From an optimization exercise on the open Yosys and OpenROAD flow, aimed at small area, a short achievable clock period and few clock cycles; shortcuts taken in it are not production practice.
Function was checked by simulation only, so behaviour that the tests miss may differ from the original.
Power figures rest on the tool's default switching activity, not on a simulated workload.

==> flow/design.v <==
module JAM (
input CLK,
input RST,
output reg [2:0] W,
output reg [2:0] J,
input [6:0] Cost,
output reg [3:0] MatchCount,
output reg [9:0] MinCost,
output reg Valid );
localparam ST_HUNG  = 3'd0;
localparam ST_TIGHT = 3'd1;
localparam ST_RED   = 3'd2;
localparam ST_RYS   = 3'd3;
localparam ST_DONE  = 3'd4;
localparam [8:0] INF = 9'h1ff;
reg [2:0]  st;
reg [2:0]  row;           
reg        root;          
reg [2:0]  j0;            
reg [63:0] nvf;           
reg [71:0] mvf;           
reg [23:0] wayf;          
reg [7:0]  wset;          
reg [23:0] pf;            
reg [7:0]  matched, used, pend;
reg [6:0]  Dprev;         
reg [6:0]  D;             
reg [8:0]  best;          
reg [2:0]  j1;
reg [7:0]  Kr;            
reg        isact;
reg [2:0]  iss;
reg [5:0]  tcnt;          
reg        vA, kA, lA; reg [2:0] cA;
reg        vB, kB, lB; reg [2:0] cB;
reg        vC, kC, lC; reg [2:0] cC; reg [6:0] Cr; reg [7:0] YC;
reg        vD, lD;     reg [2:0] cD; reg [8:0] keyD; reg [8:0] mvD;
reg        aact;
reg [2:0]  jj;
reg [2:0]  arow;
reg [7:0]  tmask;
reg [2:0]  trow;
reg [7:0]  Rr, Rc;
reg [7:0]  S;
reg        vF, lF, sF; reg [31:0] F;
reg        vQ, lQ, sQ; reg [7:0]  Q;
function [3:0] pc8;
  input [7:0] x;
  pc8 = x[0] + x[1] + x[2] + x[3] + x[4] + x[5] + x[6] + x[7];
endfunction
function [3:0] mul4;
  input [3:0] a, b;
  mul4 = a * b;
endfunction
function any4;
  input [3:0] x;
  any4 = |x;
endfunction
function two4;
  input [3:0] x;
  two4 = (x[0] & x[1]) | (x[2] & x[3]) | ((x[0] | x[1]) & (x[2] | x[3]));
endfunction
function oneh;
  input [7:0] x;
  oneh = (any4(x[3:0]) ^ any4(x[7:4])) & ~two4(x[3:0]) & ~two4(x[7:4]);
endfunction
wire [63:0] T = {mvf[70:63], mvf[61:54], mvf[52:45], mvf[43:36],
                 mvf[34:27], mvf[25:18], mvf[16:9],  mvf[7:0]};
wire        hung  = (st == ST_HUNG);
wire        tight = (st == ST_TIGHT);
wire       lt_km  = keyD < mvD;
wire       lt_kb  = keyD < best;
wire       lt_mb  = mvD < best;
wire       take   = root || lt_km;
wire [8:0] nm     = take ? keyD : mvD;
wire       upd    = vD && hung && !used[cD];
wire       nlt    = upd && (take ? lt_kb : lt_mb);
wire       dec    = vD && lD && hung;
wire [8:0] bestf  = nlt ? nm : best;
wire [2:0] j1f    = nlt ? cD : j1;
wire       mf     = nlt ? matched[cD] : matched[j1];
wire [2:0] pj1f   = nlt ? pf[cD*3 +: 3] : pf[j1*3 +: 3];
wire       dec_cont = dec && mf;
wire       dec_end  = dec && !mf;
wire [7:0] oh_d   = 8'd1 << cD;
wire       tfirst = (cD == 3'd0) || lt_kb;
wire [7:0] tmask_n = tfirst ? oh_d : ((keyD == best) ? (tmask | oh_d) : tmask);
wire        hiss = hung && isact;
wire        tiss = tight && isact;
reg         issue_now;
reg  [2:0]  icol, irow;
reg         ik, il;
always @(*) begin
  issue_now = 1'b0; icol = 3'd0; irow = row; ik = 1'b0; il = 1'b0;
  if (dec_cont) begin
    issue_now = 1'b1; icol = j1f; irow = pj1f; ik = 1'b1;
  end else if (dec_end) begin
    issue_now = 1'b1; icol = 3'd0; irow = (row == 3'd7) ? 3'd0 : row + 3'd1;
  end else if (hiss) begin
    issue_now = root || (iss != 3'd0);
    icol = (root ? 3'd0 : j0) + iss;
    irow = root ? row : pf[j0*3 +: 3]; il = (iss == 3'd7);
  end else if (tiss) begin
    issue_now = 1'b1; icol = tcnt[2:0]; irow = tcnt[5:3]; il = (tcnt == 6'd63);
  end
end
wire [7:0] nvB    = nvf[cB*8 +: 8];
wire       padd   = (root || tight) && pend[cB];
wire       bsub   = kB || (!root && !tight);
wire [7:0] Zx     = kB ? ~{1'b0, D} : (bsub ? ~Kr : (padd ? {1'b0, Dprev} : 8'd0));
wire [7:0] Y      = nvB + Zx + {7'd0, bsub};
wire       nvwe   = vB && (kB || padd);
wire [9:0] keyC   = {3'd0, Cr} + {{2{YC[7]}}, YC};
reg [7:0] fr, fc, rsel, csel, colm, mr;
integer r, c;
always @(*) begin
  fr = 8'd0; fc = 8'd0; rsel = 8'd0; csel = 8'd0;
  for (r = 0; r < 8; r = r + 1) begin
    mr = T[r*8 +: 8] & Rc;
    if (Rr[r] && oneh(mr)) begin
      fr[r] = 1'b1;
      csel = csel | mr;
    end
  end
  for (c = 0; c < 8; c = c + 1) begin
    for (r = 0; r < 8; r = r + 1) colm[r] = T[r*8 + c];
    colm = colm & Rr;
    if (Rc[c] && oneh(colm)) begin
      fc[c] = 1'b1;
      rsel = rsel | colm;
    end
  end
end
wire red_done = (fr == 8'd0) && (fc == 8'd0);
wire [7:0] S_next = ((S | ~Rc) + 8'd1) & Rc;
reg  [31:0] fac;
always @(*) begin
  for (r = 0; r < 8; r = r + 1)
    fac[r*4 +: 4] = Rr[r] ? pc8(T[r*8 +: 8] & S) : 4'd1;
end
wire [3:0] q0 = mul4(mul4(F[3:0],   F[7:4]),   mul4(F[11:8],  F[15:12]));
wire [3:0] q1 = mul4(mul4(F[19:16], F[23:20]), mul4(F[27:24], F[31:28]));
wire [3:0] prod = mul4(Q[3:0], Q[7:4]);
always @(posedge CLK) begin
  if (RST) begin
    st <= ST_HUNG;
    row <= 3'd0; root <= 1'b1; j0 <= 3'd0;
    nvf <= 64'd0; wset <= 8'd0; matched <= 8'd0; used <= 8'd0; pend <= 8'd0;
    Dprev <= 7'd0; D <= 7'd0; best <= INF;
    W <= 3'd0; J <= 3'd0;
    vA <= 1'b1; kA <= 1'b0; lA <= 1'b0; cA <= 3'd0;
    isact <= 1'b1; iss <= 3'd1;
    vB <= 1'b0; vC <= 1'b0; vD <= 1'b0;
    lB <= 1'b0; lC <= 1'b0; lD <= 1'b0;
    aact <= 1'b0;
    vF <= 1'b0; vQ <= 1'b0;
    MinCost <= 10'd0; MatchCount <= 4'd0; Valid <= 1'b0;
  end else begin
    vA <= issue_now; kA <= ik; lA <= il; cA <= icol;
    if (issue_now) begin
      W <= irow; J <= icol;
    end
    if (hiss) begin
      iss <= iss + 3'd1;
      if (iss == 3'd7) isact <= 1'b0;
    end
    if (tiss) begin
      tcnt <= tcnt + 6'd1;
      if (tcnt == 6'd63) isact <= 1'b0;
    end
    vB <= vA; kB <= kA; lB <= lA; cB <= cA;
    vC <= vB; kC <= kB; lC <= lB; cC <= cB; Cr <= Cost; YC <= Y;
    if (nvwe) nvf[cB*8 +: 8] <= Y;
    if (vB && padd) pend[cB] <= 1'b0;
    vD <= vC && !kC; lD <= lC; cD <= cC; keyD <= keyC[8:0];
    mvD <= mvf[cC*9 +: 9];
    if (vC && kC) Kr <= keyC[7:0];
    if (upd) begin
      if (take) mvf[cD*9 +: 9] <= keyD;
      if (take && !root) begin
        wayf[cD*3 +: 3] <= j0;
        wset[cD] <= 1'b1;
      end
      if (nlt) begin
        best <= nm; j1 <= cD;
      end
    end
    if (dec_cont) begin
      j0 <= j1f; root <= 1'b0; used[j1f] <= 1'b1; D <= bestf[6:0];
      iss <= 3'd0; isact <= 1'b1; best <= INF;
      if (root) wset <= 8'd0;
    end
    if (dec_end) begin
      MinCost <= MinCost + {3'd0, bestf[6:0]};
      pend <= used; Dprev <= bestf[6:0]; used <= 8'd0; D <= 7'd0;
      if (root) wset <= 8'd0;
      best <= INF; root <= 1'b1;
      iss <= 3'd1; isact <= 1'b1;
      if (row == 3'd7) begin
        st <= ST_TIGHT; tcnt <= 6'd1; trow <= 3'd0;
      end else begin
        row <= row + 3'd1;
        aact <= 1'b1; jj <= j1f; arow <= row;
      end
    end
    if (aact) begin
      matched[jj] <= 1'b1;
      if (wset[jj]) begin
        pf[jj*3 +: 3] <= pf[wayf[jj*3 +: 3]*3 +: 3];
        jj <= wayf[jj*3 +: 3];
      end else begin
        pf[jj*3 +: 3] <= arow;
        aact <= 1'b0;
      end
    end
    if (tight && vD) begin
      if (tfirst) best <= keyD;
      tmask <= tmask_n;
      if (cD == 3'd7) begin
        mvf[trow*9 +: 9] <= {1'b0, tmask_n};
        trow <= trow + 3'd1;
        if (trow == 3'd7) begin
          st <= ST_RED; Rr <= 8'hff; Rc <= 8'hff;
        end
      end
    end
    if (st == ST_RED) begin
      Rr <= Rr & ~fr & ~rsel;
      Rc <= Rc & ~fc & ~csel;
      if (red_done) begin
        st <= ST_RYS; S <= 8'd0; MatchCount <= 4'd0;
      end
    end
    vF <= 1'b0;
    if (st == ST_RYS) begin
      vF <= 1'b1; F <= fac; sF <= (^S) ^ (^Rc); lF <= (S_next == 8'd0);
      S <= S_next;
      if (S_next == 8'd0) st <= ST_DONE;
    end
    vQ <= vF; lQ <= lF; sQ <= sF; Q <= {q1, q0};
    if (vQ) begin
      MatchCount <= sQ ? MatchCount - prod : MatchCount + prod;
      if (lQ) Valid <= 1'b1;
    end
  end
end
endmodule
make LEC_CHECK=0 CAP_MARGIN=20 CORE_MARGIN=2 CORE_UTILIZATION=40 SLEW_MARGIN=20 finish   # period 7.0 ns
run.sh (not shown) runs the stock make flow with config.mk's settings and CLKGATE_MAP_FILE= SYNTH_SCRIPT=/design/flow/synth_recipe.tcl, a recipe that flattens the netlist after the stock synthesis.
The baseline finished clean.
Testbench counts at the start, summed over its fixed seeds: cycles 5,266.
Next try:
--- a/flow/design.v
+++ b/flow/design.v
@@ -11,31 +11,31 @@
 localparam ST_TIGHT = 3'd1;
 localparam ST_RED   = 3'd2;
 localparam ST_RYS   = 3'd3;
 localparam ST_DONE  = 3'd4;
-localparam [8:0] INF = 9'h1ff;
+localparam [7:0] INF = 8'hff;
 reg [2:0]  st;
 reg [2:0]  row;           
 reg        root;          
 reg [2:0]  j0;            
 reg [63:0] nvf;           
-reg [71:0] mvf;           
+reg [63:0] mvf;           
 reg [23:0] wayf;          
 reg [7:0]  wset;          
 reg [23:0] pf;            
 reg [7:0]  matched, used, pend;
 reg [6:0]  Dprev;         
 reg [6:0]  D;             
-reg [8:0]  best;          
+reg [7:0]  best;          
 reg [2:0]  j1;
 reg [7:0]  Kr;            
 reg        isact;
 reg [2:0]  iss;
 reg [5:0]  tcnt;          
 reg        vA, kA, lA; reg [2:0] cA;
 reg        vB, kB, lB; reg [2:0] cB;
 reg        vC, kC, lC; reg [2:0] cC; reg [6:0] Cr; reg [7:0] YC;
-reg        vD, lD;     reg [2:0] cD; reg [8:0] keyD; reg [8:0] mvD;
+reg        vD, lD;     reg [2:0] cD; reg [7:0] keyD; reg [7:0] mvD;
 reg        aact;
 reg [2:0]  jj;
 reg [2:0]  arow;
 reg [7:0]  tmask;
@@ -63,21 +63,20 @@
 function oneh;
   input [7:0] x;
   oneh = (any4(x[3:0]) ^ any4(x[7:4])) & ~two4(x[3:0]) & ~two4(x[7:4]);
 endfunction
-wire [63:0] T = {mvf[70:63], mvf[61:54], mvf[52:45], mvf[43:36],
-                 mvf[34:27], mvf[25:18], mvf[16:9],  mvf[7:0]};
+wire [63:0] T = mvf;
 wire        hung  = (st == ST_HUNG);
 wire        tight = (st == ST_TIGHT);
 wire       lt_km  = keyD < mvD;
 wire       lt_kb  = keyD < best;
 wire       lt_mb  = mvD < best;
 wire       take   = root || lt_km;
-wire [8:0] nm     = take ? keyD : mvD;
+wire [7:0] nm     = take ? keyD : mvD;
 wire       upd    = vD && hung && !used[cD];
 wire       nlt    = upd && (take ? lt_kb : lt_mb);
 wire       dec    = vD && lD && hung;
-wire [8:0] bestf  = nlt ? nm : best;
+wire [7:0] bestf  = nlt ? nm : best;
 wire [2:0] j1f    = nlt ? cD : j1;
 wire       mf     = nlt ? matched[cD] : matched[j1];
 wire [2:0] pj1f   = nlt ? pf[cD*3 +: 3] : pf[j1*3 +: 3];
 wire       dec_cont = dec && mf;
@@ -171,13 +170,13 @@
     vB <= vA; kB <= kA; lB <= lA; cB <= cA;
     vC <= vB; kC <= kB; lC <= lB; cC <= cB; Cr <= Cost; YC <= Y;
     if (nvwe) nvf[cB*8 +: 8] <= Y;
     if (vB && padd) pend[cB] <= 1'b0;
-    vD <= vC && !kC; lD <= lC; cD <= cC; keyD <= keyC[8:0];
-    mvD <= mvf[cC*9 +: 9];
+    vD <= vC && !kC; lD <= lC; cD <= cC; keyD <= keyC[8] ? 8'hff : keyC[7:0];
+    mvD <= mvf[cC*8 +: 8];
     if (vC && kC) Kr <= keyC[7:0];
     if (upd) begin
-      if (take) mvf[cD*9 +: 9] <= keyD;
+      if (take) mvf[cD*8 +: 8] <= keyD;
       if (take && !root) begin
         wayf[cD*3 +: 3] <= j0;
         wset[cD] <= 1'b1;
       end
@@ -216,9 +215,9 @@
     if (tight && vD) begin
       if (tfirst) best <= keyD;
       tmask <= tmask_n;
       if (cD == 3'd7) begin
-        mvf[trow*9 +: 9] <= {1'b0, tmask_n};
+        mvf[trow*8 +: 8] <= tmask_n;
         trow <= trow + 3'd1;
         if (trow == 3'd7) begin
           st <= ST_RED; Rr <= 8'hff; Rc <= 8'hff;
         end
Result: Count of clock-buffer cells in the layout goes up by 13. Flip-flop and latch count fell by 11. Core utilization came out lower by 0.31 points. Clock power falls by 7.2%. Register-to-register slack improved by 0.02 ns. Combinational power rose by 6.7%. Area after synthesis falls by 1.2%.
Testbench counts after the change, summed over its fixed seeds: cycles 5,266.

==> re-timing with driven ports <==
How much do the figures lean on ideal ports? The routed layouts below were timed once more, with nothing changed but the port constraints. Step 1 (the two cells are an assumption about what drives the block):
set clk [get_ports {CLK}]
set_driving_cell -lib_cell sky130_fd_sc_hd__clkbuf_16 $clk
set_driving_cell -lib_cell sky130_fd_sc_hd__buf_2 [delete_from_list [all_inputs] $clk]
Step 2 times the ports against the registers' clock, not the clock port: input delays grow and output delays shrink by t, the midpoint of the rising clock arrivals with the driver on. a / b / c = ideal ports / drivers / drivers and shift; a / b = the first two.
| run | shift t [ns] | slack for setup (ns) | hold WS [ns] |
|---|---|---|---|
| the first run | 0.656 | 1.580 / 1.580 / 1.580 | 0.405 / 0.405 / 0.405 |
| the second run | 0.653 | 1.595 / 1.595 / 1.595 | 0.397 / 0.397 / 0.397 |
After both steps every run listed still meets setup and hold.
